What follows belongs to an exercise in optimizing a design on an open flow for small area; a production flow would make more cautious choices. The RTL was checked by simulation tests, not by an equivalence proof against the original design. No activity file was given, so power comes from the tool's default toggle rates.

==> design/flow/design.v <==
module mastermind(
    input clk,
    input rst,
    input enterA,
    input enterB,
    input [2:0] letterIn,            
    output reg [7:0] LEDX,
    output reg [6:0] SSD3,
    output reg [6:0] SSD2,
    output reg [6:0] SSD1,
    output reg [6:0] SSD0 
);
    parameter [4:0] START = 5'd0;
    parameter [4:0] SHOW_SCORE = 5'd1;
    parameter [4:0] SHOW_ACTIVE_PLAYER = 5'd2;
    parameter [4:0] CODE_MAKER_INPUT_1 = 5'd3;
    parameter [4:0] CODE_MAKER_INPUT_2 = 5'd4;
    parameter [4:0] CODE_MAKER_INPUT_3 = 5'd5;
    parameter [4:0] CODE_MAKER_INPUT_4 = 5'd6;
    parameter [4:0] SHOW_BREAKER_LIVES = 5'd7;
    parameter [4:0] CODE_BREAKER_INPUT_1 = 5'd8;
    parameter [4:0] CODE_BREAKER_INPUT_2 = 5'd9;
    parameter [4:0] CODE_BREAKER_INPUT_3 = 5'd10;
    parameter [4:0] CODE_BREAKER_INPUT_4 = 5'd11;
    parameter [4:0] CHECK_CODE = 5'd12;
    parameter [4:0] SHOW_CORRECT = 5'd13;
    parameter [4:0] WAIT_NEXT = 5'd14;
    parameter [4:0] END_ROUND = 5'd15;
    parameter [4:0] SHOW_ACTIVE_BREAKER = 5'd16;
    reg [4:0] cState;
    reg [4:0] nState;
    reg [2:0] code [3:0];
    reg [2:0] guess [3:0];
    reg [3:0] scoreA;
    reg [3:0] scoreB;
    reg [2:0] lives;         
    reg codeMaker;
    reg [7:0] waitCounter;
    always @(posedge clk or negedge rst) 
    begin
        if (!rst) begin
            cState <= START;
            scoreA <= 4'd0;
            scoreB <= 4'd0;
            lives <= 3'd3;
            codeMaker <= 1'b0;
            waitCounter <= 8'd0;
            code[0] <= 3'b000; code[1] <= 3'b000; code[2] <= 3'b000; code[3] <= 3'b000;
            guess[0] <= 3'b000; guess[1] <= 3'b000; guess[2] <= 3'b000; guess[3] <= 3'b000;
        end
        else 
            begin
            cState <= nState;
            if (cState == CODE_MAKER_INPUT_1 && ((codeMaker == 0 && enterA) || (codeMaker == 1 && enterB)) && letterIn != 3'b000)
                code[3] <= letterIn;
            if (cState == CODE_MAKER_INPUT_2 && ((codeMaker == 0 && enterA) || (codeMaker == 1 && enterB)) && letterIn != 3'b000)
                code[2] <= letterIn;
            if (cState == CODE_MAKER_INPUT_3 && ((codeMaker == 0 && enterA) || (codeMaker == 1 && enterB)) && letterIn != 3'b000)
                code[1] <= letterIn;
            if (cState == CODE_MAKER_INPUT_4 && ((codeMaker == 0 && enterA) || (codeMaker == 1 && enterB)) && letterIn != 3'b000)
                code[0] <= letterIn;
            if (cState == CODE_BREAKER_INPUT_1 && ((codeMaker == 1 && enterA) || (codeMaker == 0 && enterB)) && letterIn != 3'b000)
                guess[3] <= letterIn;
            if (cState == CODE_BREAKER_INPUT_2 && ((codeMaker == 1 && enterA) || (codeMaker == 0 && enterB)) && letterIn != 3'b000)
                guess[2] <= letterIn;
            if (cState == CODE_BREAKER_INPUT_3 && ((codeMaker == 1 && enterA) || (codeMaker == 0 && enterB)) && letterIn != 3'b000)
                guess[1] <= letterIn;
            if (cState == CODE_BREAKER_INPUT_4 && ((codeMaker== 1 && enterA) || (codeMaker == 0 && enterB)) && letterIn != 3'b000)
                guess[0] <= letterIn;
            if (cState == CHECK_CODE && nState == END_ROUND)
                begin
                    if(codeMaker == 1'b0)
                        scoreB <= scoreB + 1;
                    else
                        scoreA <= scoreA + 1;
                end
            if (cState == WAIT_NEXT && ((codeMaker == 1 && enterA) || (codeMaker == 0 && enterB))) 
            begin
                if(lives > 3'd1)
                    lives <= lives - 1;
                else 
                    begin
                    if(codeMaker == 1'b0)
                        scoreA <= scoreA + 1;
                    else
                        scoreB <= scoreB + 1;
                end
            end
            if (cState == END_ROUND && waitCounter >= 8'd100) begin
                if (scoreA != 4'd2 && scoreB != 4'd2) begin
                    lives <= 3'd3;
                    if (codeMaker == 1'b0)
                        codeMaker <= 1'b1;
                    else
                        codeMaker <= 1'b0;
                end
            end
            if (cState == START && (enterA || enterB)) 
            begin
                scoreA <= 4'd0;
                scoreB <= 4'd0;
                lives <= 3'd3;
                if (enterA)
                    codeMaker <= 1'b0;
                else
                    codeMaker <= 1'b1;
            end
            if (cState != nState) begin
                waitCounter <= 8'd0;
            end
            else if (cState == SHOW_SCORE || 
                cState == SHOW_ACTIVE_PLAYER || 
                cState == SHOW_BREAKER_LIVES || 
                cState == SHOW_CORRECT || 
                cState == END_ROUND ||
                cState == SHOW_ACTIVE_BREAKER) begin
                waitCounter <= waitCounter + 1;
            end
            else begin
                waitCounter <= 8'd0;
            end
        end
    end
    always @(*) begin
        nState = cState;
        case(cState)
            START: begin
                if (enterA || enterB) 
                    nState = SHOW_SCORE;
            end
            SHOW_SCORE: begin
                if (waitCounter >=8'd100) 
                    nState = SHOW_ACTIVE_PLAYER;
            end
            SHOW_ACTIVE_PLAYER: begin
                if (waitCounter >= 8'd100) 
                    nState = CODE_MAKER_INPUT_1;
            end
            CODE_MAKER_INPUT_1: begin
                if (((codeMaker == 0 && enterA) || (codeMaker == 1 && enterB)) && letterIn != 3'b000)
                    nState = CODE_MAKER_INPUT_2;
            end
            CODE_MAKER_INPUT_2: begin
                if (((codeMaker == 0 && enterA) || (codeMaker == 1 && enterB)) && letterIn != 3'b000)
                    nState = CODE_MAKER_INPUT_3;
            end
            CODE_MAKER_INPUT_3: begin
                if (((codeMaker == 0 && enterA) || (codeMaker == 1 && enterB)) && letterIn != 3'b000) 
                    nState = CODE_MAKER_INPUT_4;
            end
            CODE_MAKER_INPUT_4: begin
                if (((codeMaker == 0 && enterA) || (codeMaker == 1 && enterB)) && letterIn != 3'b000) 
                    nState = SHOW_ACTIVE_BREAKER;
            end
            SHOW_ACTIVE_BREAKER: begin
                if (waitCounter >= 8'd100)
                    nState = SHOW_BREAKER_LIVES;
            end
            SHOW_BREAKER_LIVES: begin
                if (waitCounter >= 8'd100) 
                    nState = CODE_BREAKER_INPUT_1;
            end
            CODE_BREAKER_INPUT_1: begin
                if (((codeMaker == 1 && enterA) || (codeMaker == 0 && enterB)) && letterIn != 3'b000) 
                    nState=CODE_BREAKER_INPUT_2;
            end
            CODE_BREAKER_INPUT_2: begin
                if (((codeMaker == 1 && enterA) || (codeMaker == 0 && enterB)) && letterIn != 3'b000) 
                    nState=CODE_BREAKER_INPUT_3;
            end
            CODE_BREAKER_INPUT_3: begin
                if (((codeMaker == 1 && enterA) || (codeMaker == 0 && enterB)) && letterIn != 3'b000) 
                    nState=CODE_BREAKER_INPUT_4;
            end
            CODE_BREAKER_INPUT_4: begin
                if (((codeMaker == 1 && enterA) || (codeMaker == 0 && enterB)) && letterIn != 3'b000) 
                    nState=CHECK_CODE;
            end
            CHECK_CODE: begin
                if (code[0] == guess[0] && code[1] == guess[1] && code[2] == guess[2] && code[3] == guess[3]) begin
                    if ((codeMaker==0 && enterB) || (codeMaker == 1 && enterA)) begin
                        nState = END_ROUND;
                    end
                    else begin
                        nState = CHECK_CODE;
                    end
                end
                else begin
                    nState = WAIT_NEXT;
                end
            end
            WAIT_NEXT:
                if ((codeMaker == 1 && enterA) || (codeMaker == 0 && enterB))
                    if (lives == 3'd1)
                        nState = SHOW_CORRECT;
                    else
                        nState = SHOW_BREAKER_LIVES;
            SHOW_CORRECT: 
                if (waitCounter >= 8'd100) 
                    nState = END_ROUND;
            END_ROUND:
                if (waitCounter >= 8'd100)
                    if ((scoreA == 4'd2) || (scoreB == 4'd2))
                        nState = START;
                    else
                        nState = SHOW_ACTIVE_PLAYER;
            default: nState = START;
        endcase
    end
    always @(*) begin
        SSD3 = 7'b1111111;
        SSD2 = 7'b1111111;
        SSD1 = 7'b1111111;
        SSD0 = 7'b1111111;
        LEDX = 8'b00000000;
        case (cState)
            START: begin
                SSD2 = 7'b0001000;  
                SSD1 = 7'b0111111;  
                SSD0 = 7'b0000011;  
            end
            SHOW_SCORE: begin
                SSD1 = 7'b0111111;  
                if (scoreA == 0) SSD2 = 7'b1000000;
                else if (scoreA == 1) SSD2 = 7'b1111001;
                else SSD2 = 7'b0100100;
                if (scoreB == 0) SSD0 = 7'b1000000;
                else if (scoreB == 1) SSD0 = 7'b1111001;
                else SSD0 = 7'b0100100;
            end
            SHOW_ACTIVE_PLAYER: begin
                SSD2 = 7'b0001100;  
                SSD1 = 7'b0111111;  
                if (codeMaker == 0) SSD0 = 7'b0001000;  
                else SSD0 = 7'b0000011;  
            end
            SHOW_ACTIVE_BREAKER: begin
                SSD2 = 7'b0001100;  
                SSD1 = 7'b0111111;  
                if (codeMaker == 0) SSD0 = 7'b0000011;  
                else SSD0 = 7'b0001000;  
            end
            CODE_MAKER_INPUT_1: begin
                if (letterIn == 3'b001) 
                    SSD3 = 7'b0001000;
                else if (letterIn == 3'b010) 
                    SSD3 = 7'b1000110;
                else if (letterIn == 3'b011) 
                    SSD3 = 7'b0000110;
                else if (letterIn == 3'b100) 
                    SSD3 = 7'b0001110;
                else if (letterIn == 3'b101) 
                    SSD3 = 7'b0001001;
                else if (letterIn == 3'b110) 
                    SSD3 = 7'b1000111;
                else if (letterIn == 3'b111) 
                    SSD3 = 7'b1000001;
            end
            CODE_MAKER_INPUT_2: begin
                SSD3 = 7'b0111111;
                if (letterIn == 3'b001) 
                    SSD2 = 7'b0001000;
                else if (letterIn == 3'b010) 
                    SSD2 = 7'b1000110;
                else if (letterIn == 3'b011) 
                    SSD2 = 7'b0000110;
                else if (letterIn == 3'b100) 
                    SSD2 = 7'b0001110;
                else if (letterIn == 3'b101) 
                    SSD2 = 7'b0001001;
                else if (letterIn == 3'b110) 
                    SSD2 = 7'b1000111;
                else if (letterIn == 3'b111) 
                    SSD2 = 7'b1000001;
            end
            CODE_MAKER_INPUT_3: begin
                SSD3 = 7'b0111111;
                SSD2 = 7'b0111111;
                if (letterIn == 3'b001) 
                    SSD1 = 7'b0001000;
                else if (letterIn == 3'b010) 
                    SSD1 = 7'b1000110;
                else if (letterIn == 3'b011) 
                    SSD1 = 7'b0000110;
                else if (letterIn == 3'b100) 
                    SSD1 = 7'b0001110;
                else if (letterIn == 3'b101) 
                    SSD1 = 7'b0001001;
                else if (letterIn == 3'b110) 
                    SSD1 = 7'b1000111;
                else if (letterIn == 3'b111) 
                    SSD1 = 7'b1000001;
            end
            CODE_MAKER_INPUT_4: begin
                SSD3 = 7'b0111111;
                SSD2 = 7'b0111111;
                SSD1 = 7'b0111111;
                if (letterIn == 3'b001) 
                    SSD0 = 7'b0001000;
                else if (letterIn == 3'b010) 
                    SSD0 = 7'b1000110;
                else if (letterIn == 3'b011) 
                    SSD0 = 7'b0000110;
                else if (letterIn == 3'b100) 
                    SSD0 = 7'b0001110;
                else if (letterIn == 3'b101) 
                    SSD0 = 7'b0001001;
                else if (letterIn == 3'b110) 
                    SSD0 = 7'b1000111;
                else if (letterIn == 3'b111) 
                    SSD0 = 7'b1000001;
            end
            SHOW_BREAKER_LIVES: begin
                if (waitCounter<8'd100) begin
                    SSD2 = 7'b1000111;  
                    SSD1 = 7'b0111111;  
                    if (lives == 3) SSD0 = 7'b0110000;
                    else if (lives == 2) SSD0 = 7'b0100100;
                    else SSD0 = 7'b1111001;
                end
            end
            CODE_BREAKER_INPUT_1: begin
                if (letterIn == 3'b001) 
                    SSD3 = 7'b0001000;
                else if (letterIn == 3'b010) 
                    SSD3 = 7'b1000110;
                else if (letterIn == 3'b011) 
                    SSD3 = 7'b0000110;
                else if (letterIn == 3'b100) 
                    SSD3 = 7'b0001110;
                else if (letterIn == 3'b101) 
                    SSD3 = 7'b0001001;
                else if (letterIn == 3'b110) 
                    SSD3 = 7'b1000111;
                else if (letterIn == 3'b111) 
                    SSD3 = 7'b1000001;
            end
            CODE_BREAKER_INPUT_2: begin
                case (guess[3])
                    3'b001: SSD3 = 7'b0001000;
                    3'b010: SSD3 = 7'b1000110;
                    3'b011: SSD3 = 7'b0000110;
                    3'b100: SSD3 = 7'b0001110;
                    3'b101: SSD3 = 7'b0001001;
                    3'b110: SSD3 = 7'b1000111;
                    3'b111: SSD3 = 7'b1000001;
                endcase
                if (letterIn == 3'b001) 
                    SSD2 = 7'b0001000;
                else if (letterIn == 3'b010) 
                    SSD2 = 7'b1000110;
                else if (letterIn == 3'b011) 
                    SSD2 = 7'b0000110;
                else if (letterIn == 3'b100) 
                    SSD2 = 7'b0001110;
                else if (letterIn == 3'b101) 
                    SSD2 = 7'b0001001;
                else if (letterIn == 3'b110) 
                    SSD2 = 7'b1000111;
                else if (letterIn == 3'b111) 
                    SSD2 = 7'b1000001;
            end
            CODE_BREAKER_INPUT_3: begin
                case (guess[3])
                    3'b001: SSD3 = 7'b0001000;
                    3'b010: SSD3 = 7'b1000110;
                    3'b011: SSD3 = 7'b0000110;
                    3'b100: SSD3 = 7'b0001110;
                    3'b101: SSD3 = 7'b0001001;
                    3'b110: SSD3 = 7'b1000111;
                    3'b111: SSD3 = 7'b1000001;
                endcase
                case (guess[2])
                    3'b001: SSD2 = 7'b0001000;
                    3'b010: SSD2 = 7'b1000110;
                    3'b011: SSD2 = 7'b0000110;
                    3'b100: SSD2 = 7'b0001110;
                    3'b101: SSD2 = 7'b0001001;
                    3'b110: SSD2 = 7'b1000111;
                    3'b111: SSD2 = 7'b1000001;
                endcase
                if (letterIn == 3'b001) 
                    SSD1 = 7'b0001000;
                else if (letterIn == 3'b010) 
                    SSD1 = 7'b1000110;
                else if (letterIn == 3'b011) 
                    SSD1 = 7'b0000110;
                else if (letterIn == 3'b100) 
                    SSD1 = 7'b0001110;
                else if (letterIn == 3'b101) 
                    SSD1 = 7'b0001001;
                else if (letterIn == 3'b110) 
                    SSD1 = 7'b1000111;
                else if (letterIn == 3'b111) 
                    SSD1 = 7'b1000001;
            end
            CODE_BREAKER_INPUT_4: begin
                case (guess[3])
                    3'b001: SSD3 = 7'b0001000;
                    3'b010: SSD3 = 7'b1000110;
                    3'b011: SSD3 = 7'b0000110;
                    3'b100: SSD3 = 7'b0001110;
                    3'b101: SSD3 = 7'b0001001;
                    3'b110: SSD3 = 7'b1000111;
                    3'b111: SSD3 = 7'b1000001;
                endcase
                case (guess[2])
                    3'b001: SSD2 = 7'b0001000;
                    3'b010: SSD2 = 7'b1000110;
                    3'b011: SSD2 = 7'b0000110;
                    3'b100: SSD2 = 7'b0001110;
                    3'b101: SSD2 = 7'b0001001;
                    3'b110: SSD2 = 7'b1000111;
                    3'b111: SSD2 = 7'b1000001;
                endcase
                case (guess[1])
                    3'b001: SSD1 = 7'b0001000;
                    3'b010: SSD1 = 7'b1000110;
                    3'b011: SSD1 = 7'b0000110;
                    3'b100: SSD1 = 7'b0001110;
                    3'b101: SSD1 = 7'b0001001;
                    3'b110: SSD1 = 7'b1000111;
                    3'b111: SSD1 = 7'b1000001;
                endcase
                if (letterIn == 3'b001) 
                    SSD0 = 7'b0001000;
                else if (letterIn == 3'b010) 
                    SSD0 = 7'b1000110;
                else if (letterIn == 3'b011) 
                    SSD0 = 7'b0000110;
                else if (letterIn == 3'b100) 
                    SSD0 = 7'b0001110;
                else if (letterIn == 3'b101) 
                    SSD0 = 7'b0001001;
                else if (letterIn == 3'b110) 
                    SSD0 = 7'b1000111;
                else if (letterIn == 3'b111) 
                    SSD0 = 7'b1000001;
            end
            CHECK_CODE,
            WAIT_NEXT: begin
                if (guess[3] == code[3]) begin
                    LEDX[7:6] = 2'b11;
                end
                else if (guess[3] == code[2] || guess[3] == code[1] || guess[3] == code[0]) begin
                    LEDX[7:6] = 2'b01;
                end
                else begin
                    LEDX[7:6] = 2'b00;
                end
                if (guess[2] == code[2]) begin
                    LEDX[5:4] = 2'b11;
                end
                else if (guess[2] == code[3] || guess[2] == code[1] || guess[2] == code[0]) begin
                    LEDX[5:4] = 2'b01;
                end
                else begin
                    LEDX[5:4] = 2'b00;
                end
                if (guess[1] == code[1]) begin
                    LEDX[3:2] = 2'b11;
                end
                else if (guess[1] == code[3] || guess[1] == code[2] || guess[1] == code[0]) begin
                    LEDX[3:2] = 2'b01;
                end
                else begin
                    LEDX[3:2] = 2'b00;
                end
                if (guess[0] == code[0]) begin
                    LEDX[1:0] = 2'b11;
                end
                else if (guess[0] == code[3] || guess[0] == code[2] || guess[0] == code[1]) begin
                    LEDX[1:0] = 2'b01;
                end
                else begin
                    LEDX[1:0] = 2'b00;
                end
            end
            SHOW_CORRECT: begin
                if (code[3] == 3'b001) 
                    SSD3 = 7'b0001000;
                else if (code[3] == 3'b010) 
                    SSD3 = 7'b1000110;
                else if (code[3] == 3'b011) 
                    SSD3 = 7'b0000110;
                else if (code[3] == 3'b100) 
                    SSD3 = 7'b0001110;
                else if (code[3] == 3'b101) 
                    SSD3 = 7'b0001001;
                else if (code[3] == 3'b110) 
                    SSD3 = 7'b1000111;
                else 
                    SSD3 = 7'b1000001;
                if (code[2] == 3'b001) 
                    SSD2 = 7'b0001000;
                else if (code[2] == 3'b010) 
                    SSD2 = 7'b1000110;
                else if (code[2] == 3'b011) 
                    SSD2 = 7'b0000110;
                else if (code[2] == 3'b100) 
                    SSD2 = 7'b0001110;
                else if (code[2] == 3'b101) 
                    SSD2 = 7'b0001001;
                else if (code[2] == 3'b110) 
                    SSD2 = 7'b1000111;
                else SSD2 = 7'b1000001;
                if (code[1] == 3'b001) 
                    SSD1 = 7'b0001000;
                else if (code[1] == 3'b010) 
                    SSD1 = 7'b1000110;
                else if (code[1] == 3'b011) 
                    SSD1 = 7'b0000110;
                else if (code[1] == 3'b100) 
                    SSD1 = 7'b0001110;
                else if (code[1] == 3'b101) 
                    SSD1 = 7'b0001001;
                else if (code[1] == 3'b110) 
                    SSD1 = 7'b1000111;
                else 
                    SSD1 = 7'b1000001;
                if (code[0] == 3'b001) SSD0 = 7'b0001000;
                else if (code[0] == 3'b010) SSD0 = 7'b1000110;
                else if (code[0] == 3'b011) SSD0 = 7'b0000110;
                else if (code[0] == 3'b100) SSD0 = 7'b0001110;
                else if (code[0] == 3'b101) SSD0 = 7'b0001001;
                else if (code[0] == 3'b110) SSD0 = 7'b1000111;
                else SSD0 = 7'b1000001;
            end
            END_ROUND: begin
                if (waitCounter<8'd100) begin
                    SSD1 = 7'b0111111;  
                    if (scoreA == 0) SSD2 = 7'b1000000;
                    else if (scoreA == 1) SSD2 = 7'b1111001;
                    else SSD2 = 7'b0100100;
                    if (scoreB == 0) 
                        SSD0 = 7'b1000000;
                    else if (scoreB == 1) 
                        SSD0 = 7'b1111001;
                    else 
                        SSD0 = 7'b0100100;
                end
                if ((scoreA == 4'd2) || (scoreB == 4'd2)) 
                begin
                    if (waitCounter[3])
                        LEDX = 8'b11111111;
                    else
                        LEDX = 8'b00000000;
                end
                else begin
                    LEDX = 8'b00000000;
                end
            end
        endcase
    end
endmodule
==> design/flow/run.sh <==
#!/bin/bash
# synth_recipe.tcl (not shown) runs the flow's synth.tcl, then flattens the netlist and writes it again
# the make line also repeats each setting of config.mk as NAME=value (left out here)
make -C /OpenROAD-flow-scripts/flow DESIGN_CONFIG=/design/flow/config.mk WORK_HOME=/design/flow/orfs CLKGATE_MAP_FILE= SYNTH_SCRIPT=/design/flow/synth_recipe.tcl finish
==> design/flow/config.mk <==
export PLATFORM = sky130hd
export DESIGN_NAME = mastermind
export DESIGN_NICKNAME = mastermind
export VERILOG_FILES = /design/flow/design.v
export SDC_FILE = /design/flow/constraint.sdc
export NUM_CORES = 4
export LEC_CHECK = 0
export CAP_MARGIN = 20
export CORE_MARGIN = 2
export CORE_UTILIZATION = 40
export SLEW_MARGIN = 20
==> design/flow/constraint.sdc <==
create_clock -name core_clock -period 10.0 [get_ports {clk}]
set_input_delay 2.0000 -clock core_clock [delete_from_list [all_inputs] [get_ports {clk}]]
set_output_delay 2.0000 -clock core_clock [all_outputs]
set_load 0.01 [all_outputs]
==> impl_metrics.yaml <==
outcome:
  status: "timing/DRC/antenna clean"
clock_tree:
  numClockSinks: 49
  clockRootBuffer: "clkbuf_16"
  clk_pin_slew_worst_paths_ps: 60
  insertion_delay_ps: 290
  cts_tree: "done"
  cts_setup_buffers: 0
  cts_buffers: 5
  cts.path.max_buffers: 2
  hold_buffers: 0
  htree_levels: 2
  cts.repair.resized: 0
synth:
  ys_types: 65
  synth_nets: 631
  synth_area_um2: 4690
  synth.area.top_cells: "dfrtp_1 25%, xnor2_1 8.2%, nor2_1 5.4%, mux2_2 4.8%, nand2_1 4.2%"
  synth_top_area_share_pct: 25.1
  yosysWarnings: 3
  syn_inst: 610
  synth_seq_cells: 49
  async_flop_share_pct: 100
  synth-edff-count: 0
  postSynthAreaPerCell_um2: 7.70
  synth-main-ff-cell: "dfrtp_1"
  yosysTopAreaCell: "dfrtp_1"
  synth_seq_area_share_pct: 26.2
flow_run:
  drv_cap: 0
floorplanning:
  core_um2: 11400
  die-area_um2: 12600
  initial_utilization_pct: 41.1
  num_rows: 39
  die_w_um: 112
  ios: 43
  dieHeight_um: 112
timing:
  max_freq_ghz: 0.146
  setup_violations: 0
  rsz0062_at_grt: "false"
  worst_pin_slew_ps: 1080
  maxSlewHeadroom_pct: 27.7
  fin_worst_skew_ps: 4.62
  maxSlewViolCount: 0
  fin_tns_setup_ps: 0
  hold_viol_final: 0
  fin_crit_ps: 6870
  worst_slack_ps: 3130
  period_share_pct: 68.7
setup_path:
  critPathArrivalTime_ps: 4870
  cp.required_ps: 8000
  critPathMostFrequentCell: "clkdlybuf4s50_1"
  crit_family: "compound AO/OA/AOI/OAI gates"
  crit_buf_inv: 2
  max_stage_delay_ps: 970
  crit_fanout: 17
  crit_path_top_delay_cell: "a21boi_0"
  critical_path_class: "input pin to primary output"
  crit_path_end_kind: "primary output"
  worstPathCellList: "clkdlybuf4s50_1, a21boi_0, o2111ai_1, a211o_1, clkdlybuf4s50_1"
  start_kind: "input pin"
layout:
  layout_commonest_cell: "nor2_1"
  postLayoutCoreUtil_pct: 45.8
  final_cell_mix: "67 x nor2_1, 53 x nand2_1, 47 x dfrtp_1, 44 x xnor2_1, 41 x clkdlybuf4s50_1"
  synthToLayoutAreaGrowth_pct: 11.5
  diodes: 0
  drive_above_1_share_pct: 6.73
  nets: 629
power_and_ir_drop:
  switching_share_pct: 49.3
  clock_power_share_pct: 9.6
  pwr-share-comb_pct: 62.9
  p_seq_share_pct: 27.5
  switchingPower_mw: 0.861
  p_int_mw: 0.884
  ir_drop_mv: 0.136
  power_leakage_nw: 2.10
  p_per_area_nw_per_um2: 333
placed_design:
  io_buffers: 42
  place_ws_ps: 3210
  gp_congestion: 1.02
  hpwlAfterDp_um: 11200
grt:
  grt_use_total_pct: 23.5
  met2_usage_pct: 38.5
  grt_max_degree: 50
  grt.busiest_layer: "met2"
  use_met1_pct: 29.9
  grt_overflow_total: 0
  grtUsageMet3_pct: 3.51
  antenna_found_initial: 0
  grt_pass1_vias: 4292
  grt_pass1_wl_um: 23600
detailed_routing:
  drt_iter0_drc: 641
  route.vias.total: 4638
  wl_per_cell_um: 20.1
  dr.pass1.iters: 8
  vias_per_cell: 6.17
  wl_um: 15100
  drtAntennaViolNets: 0
  drcViolationCount: 0
min_path:
  hold_class: "flop to flop"
[sequential cells by signal (all words and copies together) (netlist names)]
signal / count
code: 12
guess: 12
waitCounter: 8
cState: 5
scoreA: 4
scoreB: 4
lives: 3
codeMaker: 1
[synthesized netlist by cell type, drive strengths merged, types with 4 or more instances]
cell type / number
clkbuf: 43
dfrtp: 47
a21boi: 4
nand3: 25
xor2: 21
nand4: 4
nor4: 7
a211oi: 7
o221ai: 4
o211ai: 13
mux2i: 10
inv: 21
a211o: 7
mux2: 20
o21ai: 39
o22ai: 6
a21oi: 31
nand2b: 10
a31oi: 9
nor2: 67
ha: 14
buf: 12
nor3: 20
and3: 6
or3: 8
o2111ai: 8
xnor2: 44
nand2: 53
[worst register-to-register path, cell delays in order, from the launching register on]
cell and delay (ps):
dfrtp_1 980, or3b_1 570, nor4_1 870, nor2_1 130, nand4_1 240, nor4_1 100, o22ai_2 370, nor2_1 90
[worst paths after layout]
check	end	cells after the start	start	slack, ps
worst min register to register	waitCounter[0]$_DFF_PN0_	1	waitCounter[0]$_DFF_PN0_	500
max in group asynchronous	waitCounter[6]$_DFF_PN0_	2	rst	7730
worst max register to register	waitCounter[5]$_DFF_PN0_	7	cState[3]$_DFF_PN0_	6520
worst min-delay path	waitCounter[0]$_DFF_PN0_	1	waitCounter[0]$_DFF_PN0_	500
min in group asynchronous	code[3][0]$_DFFE_PN0P_	2	rst	1810
worst max-delay path	SSD2[2]	5	letterIn[1]	3130
[power groups by stage]
stage | combinational [mW] | clock [mW] | sequential (mW)
final | 1.10 | 0.168 | 0.480
after global routing | 1.18 | 0.180 | 0.491
after CTS | 1.09 | 0.171 | 0.472
after detailed placement | 1.08 | 0 | 0.477
after global placement | 1.06 | 0 | 0.473
after floorplan | 0.893 | 0 | 0.277
[per-stage QoR]
stage / instance area (um2) / std cells / power (mW) / hold slack [ps]
floorplan: 4690 / 610 / 1.17 / 455
global placement: 5090 / 744 / 1.53 / 475
detailed placement: 5090 / 744 / 1.56 / 495
CTS: 5230 / 752 / 1.73 / 504
global route: 5230 / 752 / 1.85 / 517
finish: 5230 / 752 / 1.74 / 498
[kinds of logic (layout without fill, tap and decap cells)]
family	after synthesis	after routing	share of synthesized area, %
simple gates	218	218	22.0
other cells	1	1	0.0799
compound gates	157	157	22.5
mux	30	30	6.93
xor+xnor	65	65	12.1
fa+ha+maj	14	14	3.73
flops	49	49	26.2
buf+inv	76	75	6.48
[layout make-up]
| type | count | area, um2 |
|---|---|---|
| flip-flops and latches | 49 | 1230 |
| multi-input cells | 485 | 3160 |
| inverters | 21 | 78.8 |
| fillers | 1152 | 6180 |
| clock buffers | 7 | 133 |
| well taps | 143 | 179 |
| repair buffers | 46 | 445 |
| clock inverters | 1 | 7.51 |
[layer usage]
layer | wire length, um | share of wire, % | vias up
met5 | 0 | 0 | -
met3 | 1060 | 7.0 | 57
li1 | - | - | 2155
met1 | 6280 | 42 | 2181
met2 | 6990 | 46 | 245
met4 | 769 | 5.1 | 0

static timing again, ports no longer ideal:
The flow's constraints put no driver on any port. The routed layout listed below was extracted and timed again, unchanged, in two steps. Step 1: set_driving_cell puts a clkbuf_16 on clk and a buf_2 on each other input, an assumption about the parent block. Step 2 adds t to the input delays and takes it off the output delays; t is the mean of the earliest and latest rising clock arrival at the registers after step 1. Input paths then give back, and output paths get back, about the clock's delay inside the block. Slacks: ideal / step 1 / step 2; pairs: ideal / step 1.
shift t [ns]: 0.326
setup WS [ns]: 3.131 / 3.108 / 3.108
clock arrival spread, ns: 0.005 / 0.005
worst register clock-pin slew, ns: 0.07 / 0.07
After both steps setup and hold are still met in this run. For this run, drivers alone change the setup slack by -0.023 ns; drivers and shift together by -0.023 ns.
